This is an optimization exercise on Yosys and OpenROAD, whose aim is small area, not a production implementation. RTL that was checked went through simulation tests only; none was proved equivalent to the original. No driver is modelled on the clock port, so clock power and skew are understated where the tree is cut down; a real chip needs a root buffer or a tree. Power is estimated from default activity; no workload was simulated.

rev 12:
==> flow/design.v <==
`default_nettype none
`timescale 1ns/1ps
module acorn_prng (
    input clk,
    input reset,
    input wire load,
    input wire [1:0] select,
    input wire [11:0] gpio_seed,
    input wire [11:0] LA1_seed,
    output reg [11:0] out,
    output [12:0] io_oeb,
    output wire reset_out
);
assign io_oeb = 13'b0;
assign reset_out = reset;
reg [11:0] seed;
reg [3:0]  counter;
reg        first;           
reg [11:0] ring [0:13];
reg        c0;              
reg        c15;             
reg        rdb;             
wire step = ~(counter[3] & counter[2] & counter[1]);    
wire [11:0] opa = c0  ? seed : ring[0];
wire [11:0] opb = ({12{c15}} & out) | ({12{rdb}} & ring[1]);
wire [12:0] cy;
wire [11:0] sum;
assign cy[0] = 1'b0;
genvar g;
generate
	for (g = 0; g < 12; g = g + 1) begin : add
		assign sum[g]  = opa[g] ^ opb[g] ^ cy[g];
		assign cy[g+1] = (opa[g] & opb[g]) | (cy[g] & (opa[g] ^ opb[g]));
	end
endgenerate
wire        sh = ~load & step;
wire        hd = load | c15 | (counter == 4'd14);    
wire [11:0] ring_nx [0:13];
genvar r;
generate
	for (r = 0; r < 14; r = r + 1) begin : rg
		wire [11:0] src = (r == 0) ? sum : (r == 13) ? ring[0] : ring[(r + 1) % 14];
		assign ring_nx[r] = ({12{sh}} & src) | ({12{hd}} & ring[r]);
		always @(posedge clk)
			ring[r] <= ring_nx[r];
	end
endgenerate
wire        ld     = load & ~reset;
wire        ld_g   = ld & ~select[1] &  select[0];
wire        ld_l   = ld &  select[1] & ~select[0];
wire        ld_f   = ld &  select[1] &  select[0];
wire        ld_e   = ld & (select[1] ~^ select[0]);
wire        keep_s = ~load & ~reset;
wire [11:0] seed_nx = ({12{ld_g}} & gpio_seed) | ({12{ld_l}} & LA1_seed)
                    | {ld_e, {10{ld_f}}, ld_e} | ({12{keep_s}} & seed);
wire        upd    = ~reset & ~load & c15;
wire        keep_o = ~reset & (load | ~c15);
wire [11:0] out_nx = ({12{upd}} & sum) | ({12{keep_o}} & out);
wire        run      = ~reset & ~load;
wire [3:0]  cnt_nx   = reset ? 4'd0 : run ? counter + 1'b1 : counter;
wire        c15_nx   = reset ? 1'b0 : run ? (counter == 4'd14) : c15;
wire        first_nx = reset | (first & ~(run & c15));
always @(posedge clk) begin
	seed    <= seed_nx;
	out     <= out_nx;
	counter <= cnt_nx;
	c0      <= reset ? 1'b1 : run ? c15 : c0;
	c15     <= c15_nx;
	first   <= first_nx;
	rdb     <= ~c15_nx & ~first_nx;
end
endmodule
export LEC_CHECK = 0
export CAP_MARGIN = 20
export CORE_MARGIN = 2
export CORE_UTILIZATION = 40
export SLEW_MARGIN = 20
create_clock -name core_clock -period 5.0 [get_ports {clk}]
standard.sh (not shown) runs the stock make flow with config.mk's settings and CLKGATE_MAP_FILE= SYNTH_SCRIPT=/design/flow/synth_recipe.tcl, a recipe that flattens the netlist after the stock synthesis.
==> flow/flow/run.sh <==
#!/bin/bash
set -euo pipefail
export BUFFER_PORTS_ARGS="-buffer_cell sky130_fd_sc_hd__buf_1"
export CTS_ARGS="-sink_clustering_enable -repair_clock_nets -dont_use_dummy_load -buf_list sky130_fd_sc_hd__clkbuf_8"
bash standard.sh > standard.log 2>&1
[inputs] rev 13 vs rev 12
diff --git a/flow/design.v b/flow/design.v
--- a/flow/design.v
+++ b/flow/design.v
@@ -13,11 +13,10 @@
 );
 assign io_oeb = 13'b0;
 assign reset_out = reset;
 reg [11:0] seed;
 reg [3:0]  counter;
-reg        first;           
 reg [11:0] ring [0:13];
 reg        c0;              
 reg        c15;             
 reg        rdb;             
 wire step = ~(counter[3] & counter[2] & counter[1]);    
@@ -57,16 +56,14 @@
 wire        keep_o = ~reset & (load | ~c15);
 wire [11:0] out_nx = ({12{upd}} & sum) | ({12{keep_o}} & out);
 wire        run      = ~reset & ~load;
 wire [3:0]  cnt_nx   = reset ? 4'd0 : run ? counter + 1'b1 : counter;
 wire        c15_nx   = reset ? 1'b0 : run ? (counter == 4'd14) : c15;
-wire        first_nx = reset | (first & ~(run & c15));
 always @(posedge clk) begin
 	seed    <= seed_nx;
 	out     <= out_nx;
 	counter <= cnt_nx;
 	c0      <= reset ? 1'b1 : run ? c15 : c0;
 	c15     <= c15_nx;
-	first   <= first_nx;
-	rdb     <= ~c15_nx & ~first_nx;
+	rdb     <= reset ? 1'b0 : (run & c15) ? 1'b1 : (run & (counter == 4'd14)) ? 1'b0 : rdb;
 end
 endmodule
[summary]
Worst hold margin in rev 13 is 4.5 ps lower than in rev 12
Area of all placed cells without fillers (higher): rev 12
Rev 13 went all the way through the flow, and no timing, DRC or antenna check failed.
On area of the core, rev 12 loses to rev 13.
Diff rev 12..rev 13 | power in sequential cells | negligible
Re met2 track demand over resource in global routing: rev 12 was higher than rev 13.
There was hardly any difference in share of the synthesized netlist area taken by xor and xnor gates between rev 12 and rev 13.

========
Another version of the RTL of acorn_prng (not shown whole).
Size: ~570 cells after synthesis, ~200 flip-flops, roughly 55 I/O pins, about 6900 um^2 of cells after synthesis.
==> module acorn_prng, before the edit <==
module acorn_prng (
    input clk,
    input reset,
    input wire load,
    input wire [1:0] select,
    input wire [11:0] gpio_seed,
    input wire [11:0] LA1_seed,
    output reg [11:0] out,
    output [12:0] io_oeb,
    output wire reset_out
);
assign io_oeb = 13'b0;
assign reset_out = reset;
reg [11:0] seed;
reg [3:0]  counter;
reg [11:0] ring [0:13];
reg        c0;              
reg        c15;             
reg        rdb;             
wire step = ~(counter[3] & counter[2] & counter[1]);    
wire [11:0] opa = c0  ? seed : ring[0];
wire [11:0] opb = ({12{c15}} & out) | ({12{rdb}} & ring[1]);
wire [12:0] cy;
wire [11:0] sum;
assign cy[0] = 1'b0;
genvar g;
generate
	for (g = 0; g < 12; g = g + 1) begin : add
		assign sum[g]  = opa[g] ^ opb[g] ^ cy[g];
		assign cy[g+1] = (opa[g] & opb[g]) | (cy[g] & (opa[g] ^ opb[g]));
	end
endgenerate
wire        sh = ~load & step;
wire        hd = load | c15 | (counter == 4'd14);    
wire [11:0] ring_nx [0:13];
genvar r;
generate
	for (r = 0; r < 14; r = r + 1) begin : rg
		wire [11:0] src = (r == 0) ? sum : (r == 13) ? ring[0] : ring[(r + 1) % 14];
		assign ring_nx[r] = ({12{sh}} & src) | ({12{hd}} & ring[r]);
		always @(posedge clk)
			ring[r] <= ring_nx[r];
	end
endgenerate
wire        ld     = load & ~reset;
wire        ld_g   = ld & ~select[1] &  select[0];
wire        ld_l   = ld &  select[1] & ~select[0];
wire        ld_f   = ld &  select[1] &  select[0];
wire        ld_e   = ld & (select[1] ~^ select[0]);
wire        keep_s = ~load & ~reset;
wire [11:0] seed_nx;
wire [11:0] ld_c = {ld_e, {10{ld_f}}, ld_e};
wire        upd    = ~reset & ~load & c15;
wire        keep_o = ~reset & (load | ~c15);
wire [11:0] out_nx;
generate
	for (g = 0; g < 12; g = g + 1) begin : hb
		acorn_seed_bit sb (.ld_g(ld_g), .ld_l(ld_l), .ld_c(ld_c[g]), .keep(keep_s),
		                   .g(gpio_seed[g]), .l(LA1_seed[g]), .q(seed[g]), .d(seed_nx[g]));
		acorn_hold_bit ob (.upd(upd), .keep(keep_o), .s(sum[g]), .q(out[g]), .d(out_nx[g]));
	end
endgenerate
wire        run      = ~reset & ~load;
wire [3:0]  cnt_nx   = reset ? 4'd0 : run ? counter + 1'b1 : counter;
wire        c15_nx   = reset ? 1'b0 : run ? (counter == 4'd14) : c15;
always @(posedge clk) begin
	seed    <= seed_nx;
	out     <= out_nx;
	counter <= cnt_nx;
	c0      <= reset ? 1'b1 : run ? c15 : c0;
	c15     <= c15_nx;
	rdb     <= reset ? 1'b0 : (run & c15) ? 1'b1 : (run & (counter == 4'd14)) ? 1'b0 : rdb;
end
endmodule
Settings: LEC_CHECK=0, CAP_MARGIN=20, CORE_MARGIN=2, CORE_UTILIZATION=40, SLEW_MARGIN=20, SYNTH_HIERARCHICAL=1; clock period 5.0 ns.
==> flow/flow/run.sh <==
#!/bin/bash
set -euo pipefail
here=$(pwd)
export BUFFER_PORTS_ARGS="-buffer_cell sky130_fd_sc_hd__buf_1"
export CTS_ARGS="-sink_clustering_enable -repair_clock_nets -dont_use_dummy_load -buf_list sky130_fd_sc_hd__clkbuf_8"
export POST_CTS_TCL="$here/flow/post_cts.tcl"
bash standard.sh > standard.log 2>&1
Other scripts of this flow, unchanged in this note and not shown: flow/flow/mytree.tcl, flow/flow/post_cts.tcl
Edit:
--- a/flow/design.v
+++ b/flow/design.v
@@ -18,11 +18,12 @@
 reg [11:0] ring [0:13];
 reg        c0;              
 reg        c15;             
 reg        rdb;             
 wire step = ~(counter[3] & counter[2] & counter[1]);    
-wire [11:0] opa = c0  ? seed : ring[0];
+wire        nc0 = ~c0;
+wire [11:0] opa;
 wire [11:0] opb = ({12{c15}} & out) | ({12{rdb}} & ring[1]);
 wire [12:0] cy;
 wire [11:0] sum;
 assign cy[0] = 1'b0;
 genvar g;
@@ -58,10 +59,11 @@
 generate
 	for (g = 0; g < 12; g = g + 1) begin : hb
 		acorn_seed_bit sb (.ld_g(ld_g), .ld_l(ld_l), .ld_c(ld_c[g]), .keep(keep_s),
 		                   .g(gpio_seed[g]), .l(LA1_seed[g]), .q(seed[g]), .d(seed_nx[g]));
 		acorn_hold_bit ob (.upd(upd), .keep(keep_o), .s(sum[g]), .q(out[g]), .d(out_nx[g]));
+		acorn_hold_bit ab (.upd(c0), .keep(nc0), .s(seed[g]), .q(ring[0][g]), .d(opa[g]));
 	end
 endgenerate
 wire        run      = ~reset & ~load;
 wire [3:0]  cnt_nx   = reset ? 4'd0 : run ? counter + 1'b1 : counter;
 wire        c15_nx   = reset ? 1'b0 : run ? (counter == 4'd14) : c15;
Result:
- The new run finished but fails on setup timing
- total power stays flat
- sequential power is about the same
- routed wire length falls slightly
- via count came out higher by a few percent
- sequential share of layout area is lower by 0.33 points
- core utilization climbs by 0.28 points
- hold slack loses 0.0048 ns
- clock skew stays flat
- first-iteration DRC count went up by about a fifth
- final area rose slightly
- worst setup slack loses 0.22 ns
- final cell count increases slightly
- flip-flop and latch count is unchanged
- global-route usage barely changes
Only the layout flow was run in the second run of this note; the RTL was not checked for function there. In every run of this note, the design's own scripts or RTL, not TritonCTS, make the clock network.

==> separate check: timing with driven ports <==
In the flow no input, the clock included, has a driving cell. The finished layouts below were timed again as built, in two steps.
Step 1 assumes that a clkbuf_16 drives the clock port and a buf_2 every other input.
Step 2, shift: input delay + t, output delay - t, t = (earliest + latest rising clock arrival at the registers) / 2. This alone moves slack from input paths to output paths.
Three values: ideal ports, drivers, drivers and shift; two values: the first two.
| run | t (ns) | setup WS [ns] | worst data-port slew with drivers (ns) |
|---|---|---|---|
| rev 12 | 0.469 | 0.131 / 0.131 / 0.131 | 0.03 |
| rev 13 | 0.473 | 0.104 / 0.104 / 0.104 | 0.03 |
| the first run of note 2 | 0.471 | 0.173 / 0.173 / 0.173 | 0.05 |
| the second run of note 2 | 0.463 | -0.050 / -0.050 / -0.050 | 0.04 |
